What follows belongs to an exercise in optimizing a design on an open flow for small area and a short achievable clock period; a production flow would make more cautious choices. At most, simulation tests tie the RTL to the original design; equivalence was not proved.

// Chevychev_highpass
module Chevychev_highpass (
    data_in, data_out, clk, rst
);
    output [17:0] data_out;
    input  [7:0]  data_in;
    input         clk, rst;
    reg [7:0]  XN;    
    reg [17:0] YN;    
    reg [17:0] RS;
    reg [17:0] R3;
    reg [0:0] R3c;    
    reg [17:0] R4;
    reg [0:0] R4c;    
    reg [17:0] R5;
    reg [0:0] R5c;    
    reg [17:0] R6;
    reg [0:0] R6c;    
    reg [17:0] R7;
    reg [0:0] R7c;    
    reg [17:0] R8;
    reg [0:0] R8c;    
    reg [17:0] R9;
    reg [0:0] R9c;    
    wire n_1 = ~XN[0];
    wire n_2 = ~XN[1];
    wire n_3 = ~XN[2];
    wire n_4 = ~XN[3];
    wire n_5 = ~XN[4];
    wire n_6 = ~XN[5];
    wire n_7 = ~XN[6];
    wire n_8 = ~XN[7];
    wire n_9 = ~YN[0];
    wire n_10 = ~YN[1];
    wire n_11 = ~YN[2];
    wire n_12 = ~YN[3];
    wire n_13 = ~YN[4];
    wire n_14 = ~YN[5];
    wire n_15 = ~YN[6];
    wire n_16 = ~YN[7];
    wire n_17 = ~YN[8];
    wire n_18 = ~YN[9];
    wire n_19 = ~YN[10];
    wire n_20 = ~YN[11];
    wire n_21 = ~YN[12];
    wire n_22 = ~YN[13];
    wire n_23 = ~YN[14];
    wire n_24 = ~YN[15];
  ...
==> flow/config.mk <==
export PLATFORM = sky130hd
export DESIGN_NAME = Chevychev_highpass
export DESIGN_NICKNAME = Chevychev_highpass
export VERILOG_FILES = /design/flow/design.v
export SDC_FILE = /design/flow/constraint.sdc
export NUM_CORES = 4
export LEC_CHECK = 0
export CAP_MARGIN = 20
export CORE_MARGIN = 2
export CORE_UTILIZATION = 40
export SLEW_MARGIN = 20
export SYNTH_HIERARCHICAL = 1
export SYNTH_MINIMUM_KEEP_SIZE = 0
==> flow/constraint.sdc <==
create_clock -name core_clock -period 16.0 [get_ports {clk}]
set_input_delay 3.2000 -clock core_clock [delete_from_list [all_inputs] [get_ports {clk}]]
set_output_delay 3.2000 -clock core_clock [all_outputs]
set_load 0.01 [all_outputs]
standard.sh (not shown) runs the stock make flow with config.mk's settings and CLKGATE_MAP_FILE= SYNTH_SCRIPT=/design/flow/synth_recipe.tcl, a recipe that flattens the netlist after the stock synthesis.
==> flow/flow/run.sh <==
#!/bin/bash
# The standard layout (standard.sh), with three changes to how it is made:
#  - port buffers are buf_4 instead of the default (a slow delay buffer),
#  - timing repair aims for 7 ns of setup slack (the design runs well below
#    the 16 ns clock, so the default repair would never act),
#  - clock tree: clkbuf_8 buffers, sinks clustered by 20 within 60 um, no
#    dummy loads.
# The full make output goes to standard_sh.log; ORFS keeps per-step logs in orfs/logs.
set -euo pipefail
bash standard.sh \
  "BUFFER_PORTS_ARGS=-buffer_cell sky130_fd_sc_hd__buf_4" \
  SETUP_SLACK_MARGIN=7.5 \
  "CTS_ARGS=-sink_clustering_enable -repair_clock_nets -dont_use_dummy_load -sink_clustering_size 20 -sink_clustering_max_diameter 60 -buf_list sky130_fd_sc_hd__clkbuf_8" \
  finish > standard_sh.log 2>&1
Change:
--- a/flow/flow/run.sh
+++ b/flow/flow/run.sh
@@ -3,3 +3,3 @@
 #  - port buffers are buf_4 instead of the default (a slow delay buffer),
-#  - timing repair aims for 7 ns of setup slack (the design runs well below
+#  - timing repair aims for 7.5 ns of setup slack (the design runs well below
 #    the 16 ns clock, so the default repair would never act),
Outcome: Non-clock buffer count stays the same. Setup slack is unchanged. Cell count does not change. Clock skew is unchanged. Synthesized area stays the same. Die area is unchanged. Maximum frequency is unchanged. Design area stays the same. Core utilization stays the same.
Change:
--- a/flow/flow/run.sh
+++ b/flow/flow/run.sh
@@ -2,4 +2,4 @@
 # The standard layout (standard.sh), with three changes to how it is made:
-#  - port buffers are buf_4 instead of the default (a slow delay buffer),
-#  - timing repair aims for 7.5 ns of setup slack (the design runs well below
+#  - port buffers are buf_2 instead of the default (a slow delay buffer),
+#  - timing repair aims for 7 ns of setup slack (the design runs well below
 #    the 16 ns clock, so the default repair would never act),
@@ -10,3 +10,3 @@
 bash standard.sh \
-  "BUFFER_PORTS_ARGS=-buffer_cell sky130_fd_sc_hd__buf_4" \
+  "BUFFER_PORTS_ARGS=-buffer_cell sky130_fd_sc_hd__buf_2" \
   SETUP_SLACK_MARGIN=7.5 \
What happened:
- The new run went through all stages and came out clean
- routed wire length is higher by 1.7%
- synthesized cell count is unchanged
- critical path depth is higher by 1
- maximum frequency is lower by 0.62%
- setup slack got worse by 0.053 ns
Change:
--- a/flow/flow/run.sh
+++ b/flow/flow/run.sh
@@ -2,3 +2,3 @@
 # The standard layout (standard.sh), with three changes to how it is made:
-#  - port buffers are buf_2 instead of the default (a slow delay buffer),
+#  - port buffers are buf_4 instead of the default (a slow delay buffer),
 #  - timing repair aims for 7 ns of setup slack (the design runs well below
@@ -10,4 +10,4 @@
 bash standard.sh \
-  "BUFFER_PORTS_ARGS=-buffer_cell sky130_fd_sc_hd__buf_2" \
-  SETUP_SLACK_MARGIN=7.5 \
+  "BUFFER_PORTS_ARGS=-buffer_cell sky130_fd_sc_hd__buf_4" \
+  SETUP_SLACK_MARGIN=7.75 \
   "CTS_ARGS=-sink_clustering_enable -repair_clock_nets -dont_use_dummy_load -sink_clustering_size 20 -sink_clustering_max_diameter 60 -buf_list sky130_fd_sc_hd__clkbuf_8" \
After rerunning:
- The changed run completed with no timing, DRC or antenna violations
- register-to-register slack is better by 0.34 ns
- setup slack is better by 0.063 ns
- wire length rises by about 1.7%
- design area rises by about 1.2%
- global-route usage rises by 0.29 points
- synthesized area stays the same
- fmax rises by about 0.7%
- final cell count stays flat
- first-iteration DRC count rises by 17%

========
== build 10 ==
Chevychev_highpass, a different RTL version from the one above (not shown whole).
Size in the first run: about 28 I/O pins, ~16,000 µm² of cells after synthesis.
==> flow/config.mk <==
export PLATFORM = sky130hd
export DESIGN_NAME = Chevychev_highpass
export DESIGN_NICKNAME = Chevychev_highpass
export VERILOG_FILES = /design/flow/design.v
export SDC_FILE = /design/flow/constraint.sdc
export NUM_CORES = 4
export LEC_CHECK = 0
export CAP_MARGIN = 20
export CORE_MARGIN = 2
export CORE_UTILIZATION = 40
export SLEW_MARGIN = 20
export SYNTH_HIERARCHICAL = 1
export SYNTH_MINIMUM_KEEP_SIZE = 0
==> flow/constraint.sdc <==
create_clock -name core_clock -period 16.0 [get_ports {clk}]
set_input_delay 3.2000 -clock core_clock [delete_from_list [all_inputs] [get_ports {clk}]]
set_output_delay 3.2000 -clock core_clock [all_outputs]
set_load 0.01 [all_outputs]
==> flow/flow/run.sh <==
#!/bin/bash
# Standard layout, with stronger port buffers and timing repair aimed past the clock period.
set -euo pipefail
bash standard.sh "BUFFER_PORTS_ARGS=-buffer_cell sky130_fd_sc_hd__buf_4" SETUP_SLACK_MARGIN=7 finish > standard_sh.log 2>&1
Build 10 | stages: all done | timing, DRC, antenna: all pass
Modified inputs, build 92 compared to build 10
==> flow/flow/run.sh <==
#!/bin/bash
# Standard layout, with stronger port buffers and timing repair aimed past the clock period.
set -euo pipefail
bash standard.sh "BUFFER_PORTS_ARGS=-buffer_cell sky130_fd_sc_hd__buf_4" finish > standard_sh.log 2>&1
==> run notes <==
Build 92 vs. build 10: number of cells on the worst hold path did not really move, signed area change from the synthesized netlist to the final layout went down, maximum cell stage delay along the critical path went up. On share of post-route cells with drive strength above 1, the higher figure sits with build 10, not build 92. Wire length essentially unchanged between build 10 and build 92. Comparing build 10 against build 92, there is no change at all in maximum number of pins on one net before global-route repair. Compare build 92 and build 10 | setup slack lower: build 92. Master of the slowest instance on the critical path = sky130_fd_sc_hd__a31oi_1: build 92; master of the slowest instance on the critical path = sky130_fd_sc_hd__or2_2: build 10.
diff inputs: build 92 => build 97
==> flow/flow/run.sh <==
#!/bin/bash
# Standard layout, with stronger port buffers and timing repair aimed past the clock period.
set -euo pipefail
bash standard.sh "BUFFER_PORTS_ARGS=-buffer_cell sky130_fd_sc_hd__buf_4" SETUP_SLACK_MARGIN=8.5 finish > standard_sh.log 2>&1
==> comparison <==
- Summary of build 97 over build 92: final clock period utilization by the worst path now smaller, sequential share of layout area now smaller, total routed wirelength now larger.
- In the metrics for build 92 and build 97, the one carrying the higher number of global-route vias before repair is build 97.
- The run showing the greater number of nets in the final layout is build 97.
Input changes introduced in build 29 (baseline for comparison: build 97):
# build 97
export LEC_CHECK = 0
export CAP_MARGIN = 20
export CORE_MARGIN = 2
export CORE_UTILIZATION = 40
export SLEW_MARGIN = 20
export SYNTH_HIERARCHICAL = 1
export SYNTH_MINIMUM_KEEP_SIZE = 0
create_clock -name core_clock -period 16.0 [get_ports {clk}]
# build 29
export LEC_CHECK = 0
export CAP_MARGIN = 20
export CORE_MARGIN = 2
export CORE_UTILIZATION = 40
export CTS_BUF_LIST = sky130_fd_sc_hd__clkbuf_8
export CTS_CLUSTER_DIAMETER = 60
export CTS_CLUSTER_SIZE = 20
export SLEW_MARGIN = 20
export SYNTH_HIERARCHICAL = 1
export SYNTH_MINIMUM_KEEP_SIZE = 0
create_clock -name core_clock -period 16.0 [get_ports {clk}]
==> flow/flow/run.sh <==
#!/bin/bash
# Standard layout, with stronger port buffers and timing repair aimed past the clock period.
set -euo pipefail
bash standard.sh "BUFFER_PORTS_ARGS=-buffer_cell sky130_fd_sc_hd__buf_4" SETUP_SLACK_MARGIN=7 finish > standard_sh.log 2>&1
- No stage failed in build 29, and the final checks on the layout all came back clean.
- The worst setup path endpoint comes out data_out[11] in one run and data_out[17] in the other, namely in build 97 and build 29 respectively.
- From build 97 to build 29 the numbers moved as follows: slack of the worst reg-to-reg path down 1150 ps, final setup slack of the worst path -280 ps, number of cells traversed by the worst register-to-register path saw a decrease.
No functional check of the RTL was part of any run of this note.

-- re-timing with driven ports --
In the flow no input, the clock included, has a driving cell. The finished layouts below were timed again as built, in two steps.
Step 1 assumes that a clkbuf_16 drives the clock port and a buf_2 every other input.
Step 2 times the ports against the registers' clock, not the clock port: input delays grow and output delays shrink by t, the midpoint of the rising clock arrivals with the driver on.
Three values: ideal ports, drivers, drivers and shift; two values: the first two.
| run | shift t [ns] | slack for setup (ns) | hold WS [ns] | latest minus earliest clock arrival (ns) | worst data-port slew with drivers (ns) |
|---|---|---|---|---|---|
| the first run of note 1 | 0.524 | 7.554 / 7.511 / 7.511 | 0.495 / 0.495 / 0.495 | 0.038 / 0.037 | 0.05 |
| the second run of note 1 | 0.524 | 7.554 / 7.511 / 7.511 | 0.495 / 0.495 / 0.495 | 0.038 / 0.037 | 0.05 |
| the third run of note 1 | 0.530 | 7.501 / 7.456 / 7.456 | 0.470 / 0.470 / 0.470 | 0.037 / 0.037 | 0.06 |
| the fourth run of note 1 | 0.538 | 7.564 / 7.537 / 7.537 | 0.499 / 0.499 / 0.499 | 0.029 / 0.030 | 0.06 |
| build 10 | 0.510 | 7.204 / 7.179 / 7.179 | 0.495 / 0.495 / 0.495 | 0.011 / 0.010 | 0.03 |
| build 92 | 0.510 | 6.935 / 6.910 / 6.910 | 0.495 / 0.495 / 0.495 | 0.009 / 0.009 | 0.03 |
| build 97 | 0.508 | 7.484 / 7.438 / 7.438 | 0.498 / 0.498 / 0.498 | 0.013 / 0.013 | 0.06 |
| build 29 | 0.553 | 7.205 / 7.179 / 7.179 | 0.499 / 0.499 / 0.499 | 0.017 / 0.016 | 0.03 |
After both steps every run listed still meets setup and hold. For build 97, which loses most, drivers alone change the setup slack by -0.046 ns; drivers and shift together by -0.046 ns.
